What follows belongs to an exercise in optimizing a design on an open flow for small area; a production flow would make more cautious choices.
The RTL was checked by simulation tests, not by an equivalence proof against the original design.
The flow treats the clock pin as an ideal source, which a real chip does not have.

Setup of T:
==> flow/design.v (excerpt) <==
module sqrt(input RESET, PREVIOUS, NEXT,CLK, input [31:0] N , input [31:0] DELTA , output [63:0] m);
Settings: LEC_CHECK=0, CAP_MARGIN=5, CORE_MARGIN=2, CORE_UTILIZATION=60, CTS_BUF_LIST=sky130_fd_sc_hd__clkbuf_8, CTS_CLUSTER_DIAMETER=60, CTS_CLUSTER_SIZE=16, SETUP_SLACK_MARGIN=0.1, SLEW_MARGIN=5, SYNTH_HIERARCHICAL=1, SYNTH_MINIMUM_KEEP_SIZE=0; clock period 15.0 ns.
standard.sh (not shown) runs the stock make flow with config.mk's settings and CLKGATE_MAP_FILE= SYNTH_SCRIPT=/design/flow/synth_recipe.tcl, a recipe that flattens the netlist after the stock synthesis.
==> flow/flow/run.sh <==
#!/bin/bash
# Standard ORFS layout with three changes: ports are buffered with the smallest
# buffer, clock tree synthesis inserts no dummy loads, and after clock tree
# synthesis the clock buffers whose flip-flop clock pins see a slow slew are
# upsized (flow/post_cts.tcl).
set -euo pipefail
here=$(pwd)
bash standard.sh \
  BUFFER_PORTS_ARGS="-buffer_cell sky130_fd_sc_hd__buf_1" \
  CTS_ARGS="-sink_clustering_enable -repair_clock_nets -sink_clustering_size 16 -sink_clustering_max_diameter 60 -buf_list {sky130_fd_sc_hd__clkbuf_8} -dont_use_dummy_load" \
  POST_CTS_TCL="$here/flow/post_cts.tcl" \
  finish > flow_make.log 2>&1
==> flow/flow/post_cts.tcl <==
# Upsize the clock buffers that drive flip-flop clock pins with a slow slew.
estimate_parasitics -placement
foreach pass {1 2 3} {
  set todo {}
  foreach p [get_pins -hierarchical */CLK] {
    if {[get_property $p slew_max] > 0.100} {
      set net [get_nets -of_objects $p]
      foreach d [get_pins -of_objects $net -filter "direction == output"] {
        lappend todo [get_full_name [get_cells -of_objects $d]]
      }
    }
  }
  set n 0
  foreach i [lsort -unique $todo] {
    set ref [get_property [get_cells $i] ref_name]
    set to ""
    if {$ref eq "sky130_fd_sc_hd__clkbuf_4"} { set to sky130_fd_sc_hd__clkbuf_8 }
    if {$ref eq "sky130_fd_sc_hd__clkbuf_8"} { set to sky130_fd_sc_hd__clkbuf_16 }
    if {$to ne ""} { replace_cell [get_cells $i] $to; incr n }
  }
  puts "post_cts pass $pass: upsized $n clock buffers"
  if {$n == 0} { break }
  estimate_parasitics -placement
}
detailed_placement
### T -> P
# T
export LEC_CHECK = 0
export CAP_MARGIN = 5
export CORE_MARGIN = 2
export CORE_UTILIZATION = 60
export CTS_BUF_LIST = sky130_fd_sc_hd__clkbuf_8
export CTS_CLUSTER_DIAMETER = 60
export CTS_CLUSTER_SIZE = 16
export SETUP_SLACK_MARGIN = 0.1
export SLEW_MARGIN = 5
export SYNTH_HIERARCHICAL = 1
export SYNTH_MINIMUM_KEEP_SIZE = 0
create_clock -name core_clock -period 15.0 [get_ports {CLK}]
# P
export LEC_CHECK = 0
export CAP_MARGIN = 20
export CORE_MARGIN = 2
export CORE_UTILIZATION = 50
export CTS_BUF_LIST = sky130_fd_sc_hd__clkbuf_8
export CTS_CLUSTER_DIAMETER = 60
export CTS_CLUSTER_SIZE = 16
export SETUP_SLACK_MARGIN = 0.1
export SLEW_MARGIN = 20
export SYNTH_HIERARCHICAL = 1
export SYNTH_MINIMUM_KEEP_SIZE = 0
create_clock -name core_clock -period 15.0 [get_ports {CLK}]
Summary: with T as the reference, via count in P moved down slightly.
Antenna diode instance count, P and T, higher one = T.
Changes observed in P relative to T: met2 wire length increased by about 2.6% relative to the old numbers, setup slack increased by 0.033 ns relative to the old numbers, clock skew closely matched the old numbers, share of synthesized cell area in full adder, half adder and majority cells closely matched the old numbers.
In the tables for P and T, post-route minimum period reads higher with T.
Relative to T, signal arrival time at the worst endpoint decreased by 0.02 ns in P.
For fraction of standard cell area that is sequential, T and P come out practically identical.
In P the portion of the clock cycle consumed by the worst path in the final layout turned out 0.22 points lower than in T.

* * *

red:
Another version of the RTL of sqrt (not shown whole).
Size: ~200 flip-flops, ~130 I/O pins, roughly 14,000 µm² of cells after synthesis.
export LEC_CHECK = 0
export CAP_MARGIN = 20
export CORE_MARGIN = 2
export CORE_UTILIZATION = 50
export CTS_BUF_LIST = sky130_fd_sc_hd__clkbuf_8
export CTS_CLUSTER_DIAMETER = 60
export CTS_CLUSTER_SIZE = 16
export SETUP_SLACK_MARGIN = 0.1
export SLEW_MARGIN = 20
export SYNTH_HIERARCHICAL = 1
export SYNTH_MINIMUM_KEEP_SIZE = 0
create_clock -name core_clock -period 15.0 [get_ports {CLK}]
==> flow/flow/run.sh <==
#!/bin/bash
# Standard ORFS layout with these changes:
#  - synthesis is the standard synthesis (synth_recipe.tcl), except that its
#    final ABC mapping uses flow/abc_area.script (area-oriented, no buffering);
#  - ports are buffered with the smallest buffer;
#  - clock tree synthesis inserts no dummy loads, and afterwards the clock
#    buffers whose flip-flop clock pins see a slow slew are upsized
#    (flow/post_cts.tcl);
#  - the output ports tied low share one tie cell (flow/post_floorplan.tcl).
set -euo pipefail
here=$(pwd)
cat > "$here/synth_abc.tcl" <<EOT
proc abc {args} {
  set i [lsearch -exact \$args -script]
  if {\$i >= 0} { lset args [expr {\$i + 1}] $here/flow/abc_area.script }
  yosys abc {*}\$args
}
source $here/synth_recipe.tcl
EOT
bash standard.sh \
  SYNTH_SCRIPT="$here/synth_abc.tcl" \
  BUFFER_PORTS_ARGS="-buffer_cell sky130_fd_sc_hd__buf_1" \
  CTS_ARGS="-sink_clustering_enable -repair_clock_nets -sink_clustering_size 16 -sink_clustering_max_diameter 60 -buf_list {sky130_fd_sc_hd__clkbuf_8} -dont_use_dummy_load" \
  POST_CTS_TCL="$here/flow/post_cts.tcl" \
  POST_FLOORPLAN_TCL="$here/flow/post_floorplan.tcl" \
  finish > flow_make.log 2>&1
==> flow/flow/abc_area.script <==
&get -n
&st
&dch
&nf
&st
&syn2
&if -g -K 6
&synch2
&nf
&st
&syn2
&if -g -K 6
&synch2
&nf
&st
&dch -f
&nf -a
&put
topo
stime -c
Scripts as last shown in full above: flow/flow/post_cts.tcl
Other scripts of this flow, unchanged in this note and not shown: flow/flow/post_floorplan.tcl
## Diff of input files: blue against red
==> flow/flow/run.sh <==
#!/bin/bash
# Standard ORFS layout with four changes: ports are buffered with the smallest
# buffer, clock tree synthesis inserts no dummy loads, and after clock tree
# synthesis the clock buffers whose flip-flop clock pins see a slow slew are
# upsized (flow/post_cts.tcl); the output ports tied low share one tie cell
# (flow/post_floorplan.tcl).
set -euo pipefail
here=$(pwd)
bash standard.sh \
  BUFFER_PORTS_ARGS="-buffer_cell sky130_fd_sc_hd__buf_1" \
  CTS_ARGS="-sink_clustering_enable -repair_clock_nets -sink_clustering_size 16 -sink_clustering_max_diameter 60 -buf_list {sky130_fd_sc_hd__clkbuf_8} -dont_use_dummy_load" \
  POST_CTS_TCL="$here/flow/post_cts.tcl" \
  POST_FLOORPLAN_TCL="$here/flow/post_floorplan.tcl" \
  finish > flow_make.log 2>&1
removed: flow/flow/abc_area.script
[summary]
The average size of a mapped cell number comes out higher for red vs blue.
Source of the critical timing path: PREVIOUS -> red, NEXT -> blue
[compare] base=red new=blue: total cell area at the placement stage moved up.
Modified inputs, green compared to blue
- CORE_UTILIZATION: 50 -> 70
==> flow/flow/run.sh <==
#!/bin/bash
# Standard ORFS layout with these changes:
#  - synthesis is the standard synthesis (synth_recipe.tcl), except that its
#    final ABC mapping uses flow/abc_area.script (area-oriented, no buffering);
#  - ports are buffered with the smallest buffer;
#  - clock tree synthesis inserts no dummy loads, and afterwards the clock
#    buffers whose flip-flop clock pins see a slow slew are upsized
#    (flow/post_cts.tcl);
#  - the output ports tied low share one tie cell (flow/post_floorplan.tcl).
set -euo pipefail
here=$(pwd)
cat > "$here/synth_abc.tcl" <<EOT
proc abc {args} {
  set i [lsearch -exact \$args -script]
  if {\$i >= 0} { lset args [expr {\$i + 1}] $here/flow/abc_area.script }
  yosys abc {*}\$args
}
source $here/synth_recipe.tcl
EOT
bash standard.sh \
  SYNTH_SCRIPT="$here/synth_abc.tcl" \
  BUFFER_PORTS_ARGS="-buffer_cell sky130_fd_sc_hd__buf_1" \
  CTS_ARGS="-sink_clustering_enable -repair_clock_nets -sink_clustering_size 16 -sink_clustering_max_diameter 60 -buf_list {sky130_fd_sc_hd__clkbuf_8} -dont_use_dummy_load" \
  POST_CTS_TCL="$here/flow/post_cts.tcl" \
  POST_FLOORPLAN_TCL="$here/flow/post_floorplan.tcl" \
  finish > flow_make.log 2>&1
==> flow/flow/abc_area.script (new file) <==
&get -n
&st
&syn2
&dch -f
&nf -a -R 1000
&st
&syn2
&dch -f
&nf -a -R 1000
&put
topo
stime -c
Findings:
[compare] base=blue new=green: met2 layer usage reported by global route +17 points, via count of the routed design -1.7%.
In green relative to blue, path length in cells of the critical path had gone up by a few percent.
The lower worst hold slack after final layout came out of blue.
Pin count of the biggest net entering global routing, blue and green, lower one = green.
On critical path data arrival time: green sits below blue.
green ended with every stage complete and zero timing, DRC or antenna violations.
Of blue and green, the run reporting the lower antenna diode instance count was green.
[compare] base=blue new=green: biggest cell delay along the critical path held steady; sequential cell count held steady.
Largest fanout of any net on the critical path (lower): green
Input-level comparison between orange and green:
- CORE_UTILIZATION: 70 -> 50
==> comparison <==
Having completed the whole flow, orange delivered a layout that passed the timing, design-rule and antenna checks. green went all the way through synthesis, placement and routing and the layout is clean on timing, DRC and antenna. | starting density of the core | orange vs green | 21 points lower |. Taking green as the reference, in orange estimated wirelength of the detail-placed design has increased, non-clock buffer contribution to total cell area has remained practically unchanged, share of the core filled with cells in the final layout has decreased.

* * *

sqrt, a different RTL version from the one above (not shown whole).
Size in the first run: roughly 1400 cells after synthesis, ~130 I/O pins.
Design sqrt, start of the top module:
module sqrt(input RESET, PREVIOUS, NEXT,CLK, input [31:0] N , input [31:0] DELTA , output [63:0] m);
    reg        done;
    reg [31:0] s;
    reg [31:0] A;
    reg [31:0] B;
    reg        o;
    reg [31:0] nq;       
    reg        pcn;
    reg        p2n;
    reg        nz;       
    reg [30:0] dh;       
    reg [4:0]  it;
    reg [31:0] mr;
    assign m = {32'd0, mr};
    wire load   = PREVIOUS & NEXT;
    wire nxt    = NEXT & ~PREVIOUS;
    wire prv    = PREVIOUS & ~NEXT;
    wire active = load | ~done;
    wire [32:0] sum;
    wire [32:0] sk_c;
    assign sk_c[0] = 1'b0;
    genvar g;
    generate
        for (g = 0; g < 32; g = g + 1) begin : add_hl
            sqrt_fa u_fa (.a(A[g]), .b(B[g]), .c(sk_c[g]), .s(sum[g]), .co(sk_c[g+1]));
        end
    endgenerate
    assign sum[32] = sk_c[32];
    wire cy17 = sk_c[17];
    wire [31:0] c   = sum[32:1];
    wire [15:0] x   = c[15:0];
    wire [15:0] xn  = ~x;
    wire pp1;
    wire pp2;
    wire pp3;
    wire pp4;
    wire pp5;
    wire pp6;
    wire pp7;
    wire pp8;
    wire pp9;
    wire pp10;
    wire pp11;
    wire pp12;
    wire pp13;
  ...
export LEC_CHECK = 0
export CAP_MARGIN = 20
export CORE_MARGIN = 2
export CORE_UTILIZATION = 65
export CTS_BUF_LIST = sky130_fd_sc_hd__clkbuf_8
export CTS_CLUSTER_DIAMETER = 60
export CTS_CLUSTER_SIZE = 16
export GPL_ROUTABILITY_DRIVEN = 0
export GPL_TIMING_DRIVEN = 0
export SETUP_SLACK_MARGIN = 0.1
export SLEW_MARGIN = 20
export SYNTH_HIERARCHICAL = 1
export SYNTH_MINIMUM_KEEP_SIZE = 0
create_clock -name core_clock -period 15.0 [get_ports {CLK}]
==> flow/flow/run.sh <==
#!/bin/bash
# Standard ORFS layout with three changes: ports are buffered with the smallest
# buffer, clock tree synthesis inserts no dummy loads, and after clock tree
# synthesis the clock buffers whose flip-flop clock pins see a slow slew are
# upsized (flow/post_cts.tcl).
set -euo pipefail
here=$(pwd)
bash standard.sh \
  BUFFER_PORTS_ARGS="-buffer_cell sky130_fd_sc_hd__buf_1" \
  CTS_ARGS="-sink_clustering_enable -repair_clock_nets -sink_clustering_size 16 -sink_clustering_max_diameter 60 -buf_list {sky130_fd_sc_hd__clkbuf_8} -dont_use_dummy_load" \
  POST_CTS_TCL="$here/flow/post_cts.tcl" \
  finish > flow_make.log 2>&1
Scripts as last shown in full above: flow/flow/post_cts.tcl
Edit:
--- a/flow/flow/run.sh
+++ b/flow/flow/run.sh
@@ -2 +2 @@
-# Standard ORFS layout with three changes: ports are buffered with the smallest
+# Standard ORFS layout with four changes: ports are buffered with the smallest
@@ -5 +5,2 @@
-# upsized (flow/post_cts.tcl).
+# upsized (flow/post_cts.tcl); the output ports tied low share one tie cell
+# (flow/post_floorplan.tcl).
@@ -11,0 +13 @@
+  POST_FLOORPLAN_TCL="$here/flow/post_floorplan.tcl" \
==> flow/flow/post_floorplan.tcl (new file) <==
# The constant outputs: drive all output ports tied low from one tie cell
# instead of one tie cell per port. Here each such port is driven by a
# buffer fed by its own tie cell; feed all those buffers from the first tie
# cell (global placement later removes the buffers).
set block [ord::get_db_block]
set keep_net ""
set moved 0
foreach inst [$block getInsts] {
  if {[[$inst getMaster] getName] ne "sky130_fd_sc_hd__conb_1"} { continue }
  set hi [$inst findITerm HI]
  if {$hi ne "NULL" && [$hi getNet] ne "NULL"} { continue }
  set lo [$inst findITerm LO]
  set net [$lo getNet]
  if {$net eq "NULL"} { continue }
  if {[llength [$net getBTerms]] != 0} { continue }
  set its [$net getITerms]
  if {[llength $its] != 2} { continue }
  set load ""
  foreach it $its { if {[$it getInst] ne $inst} { set load $it } }
  if {$load eq ""} { continue }
  set buf [$load getInst]
  if {![string match "sky130_fd_sc_hd__buf_*" [[$buf getMaster] getName]]} { continue }
  set out [$buf findITerm X]
  if {$out eq "NULL" || [$out getNet] eq "NULL"} { continue }
  set onet [$out getNet]
  if {[llength [$onet getBTerms]] != 1 || [llength [$onet getITerms]] != 1} { continue }
  if {$keep_net eq ""} { set keep_net $net; continue }
  $load disconnect
  $load connect $keep_net
  odb::dbInst_destroy $inst
  odb::dbNet_destroy $net
  incr moved
}
puts "post_floorplan: moved $moved tied-low output ports onto one tie cell"
--- a/flow/config.mk
+++ b/flow/config.mk
@@ -10 +10 @@
-export CORE_UTILIZATION = 65
+export CORE_UTILIZATION = 50
@@ -14,2 +13,0 @@
-export GPL_ROUTABILITY_DRIVEN = 0
-export GPL_TIMING_DRIVEN = 0
What happened:
- setup slack gets better by 0.50 ns
- critical path depth is unchanged
- sequential share of layout area is higher by 0.94 points
- global-route usage is lower by 8.6 points
- wire length is lower by 4.6%
- first-iteration DRC count is lower by 17%
- cell area is lower by 2.6%
- fmax is higher by 3.6%
Edit:
--- a/flow/flow/run.sh
+++ b/flow/flow/run.sh
@@ -2 +2 @@
-# Standard ORFS layout with four changes: ports are buffered with the smallest
+# Standard ORFS layout with three changes: ports are buffered with the smallest
@@ -5,2 +5 @@
-# upsized (flow/post_cts.tcl); the output ports tied low share one tie cell
-# (flow/post_floorplan.tcl).
+# upsized (flow/post_cts.tcl).
@@ -13 +11,0 @@
-  POST_FLOORPLAN_TCL="$here/flow/post_floorplan.tcl" \
--- a/flow/config.mk
+++ b/flow/config.mk
@@ -13,0 +14 @@
+export GPL_TIMING_DRIVEN = 0
removed: flow/flow/post_floorplan.tcl
After rerunning: Non-clock buffer count climbs by 85. Synthesized area stays the same. Maximum frequency drops by 3.4%. Flip-flop and latch count is unchanged. Routed wire length climbs by 8.9%. Setup slack degrades by 0.49 ns. Clock skew climbs by 0.0088 ns. Global-route usage climbs by 2.1 points.
Edit:
--- a/flow/config.mk
+++ b/flow/config.mk
@@ -14 +13,0 @@
-export GPL_TIMING_DRIVEN = 0
The changed run produced a clean layout.
Die area is unchanged.
Count of clock-buffer cells in the layout does not change.
Critical path depth grows by 1.
Routed wire length shrinks by 7.0%.
Final area shrinks by 2.7%.
Sequential share of layout area grows by 0.95 points.
First-iteration DRC count grows by 5.4%.
Via count shrinks by 5.3%.
Edit:
--- a/flow/flow/run.sh
+++ b/flow/flow/run.sh
@@ -2 +2 @@
-# Standard ORFS layout with three changes: ports are buffered with the smallest
+# Standard ORFS layout with four changes: ports are buffered with the smallest
@@ -5 +5,2 @@
-# upsized (flow/post_cts.tcl).
+# upsized (flow/post_cts.tcl); the output ports tied low share one tie cell
+# (flow/post_floorplan.tcl).
@@ -11,0 +13 @@
+  POST_FLOORPLAN_TCL="$here/flow/post_floorplan.tcl" \
==> flow/flow/post_floorplan.tcl (new file) <==
# The constant outputs: drive all output ports tied low from one tie cell
# instead of one tie cell per port.
set block [ord::get_db_block]
set keep_net ""
set moved 0
foreach inst [$block getInsts] {
  if {[[$inst getMaster] getName] ne "sky130_fd_sc_hd__conb_1"} { continue }
  set lo [$inst findITerm LO]
  set hi [$inst findITerm HI]
  if {$hi ne "NULL" && [$hi getNet] ne "NULL"} { continue }
  set net [$lo getNet]
  if {$net eq "NULL"} { continue }
  set bterms [$net getBTerms]
  if {[llength $bterms] != 1 || [llength [$net getITerms]] != 1} { continue }
  if {$keep_net eq ""} { set keep_net $net; continue }
  set bt [lindex $bterms 0]
  $bt disconnect
  $bt connect $keep_net
  odb::dbInst_destroy $inst
  odb::dbNet_destroy $net
  incr moved
}
puts "post_floorplan: moved $moved tied-low output ports onto one tie cell"
Outcome: The changed run went through all stages and came out clean. Wire length does not change. Synthesized area stays the same. Setup slack is unchanged. Synthesized cell count stays the same. Core utilization is unchanged. Count of clock-buffer cells in the layout stays the same.

[afterwards: timing with drivers on the ports]
The flow's constraints put no driver on any port. The routed layouts listed below were extracted and timed again, unchanged, in two steps. Step 1, drivers: a clkbuf_16 drives CLK and a buf_2 each remaining input, both assumed. Step 2 moves the port delays by t, midway between the first and last clock arrival at a register: inputs arrive t later, outputs are due t later. That takes back most of the time a late clock gives input paths. Slacks: ideal / step 1 / step 2; pairs: ideal / step 1.
run	shift t [ns]	setup slack, ns	clock arrival spread, ns
T	0.512	0.558 / 0.576 / 0.064	0.035 / 0.036
P	0.518	0.591 / 0.609 / 0.091	0.036 / 0.036
red	0.523	1.153 / 1.179 / 0.656	0.024 / 0.024
blue	0.524	0.999 / 1.023 / 0.499	0.026 / 0.026
green	0.512	1.139 / 1.157 / 0.645	0.034 / 0.034
orange	0.517	1.115 / 1.136 / 0.619	0.025 / 0.026
the first run of note 3	0.517	0.446 / 0.471 / -0.046	0.037 / 0.038
the second run of note 3	0.517	0.945 / 0.966 / 0.449	0.030 / 0.030
the third run of note 3	0.518	0.450 / 0.468 / -0.049	0.039 / 0.039
the fourth run of note 3	0.514	0.907 / 0.934 / 0.420	0.037 / 0.037
the fifth run of note 3	0.514	0.907 / 0.934 / 0.420	0.037 / 0.037
With both steps, setup timing fails in the first run of note 3 and the third run of note 3, where it was met with ideal ports.
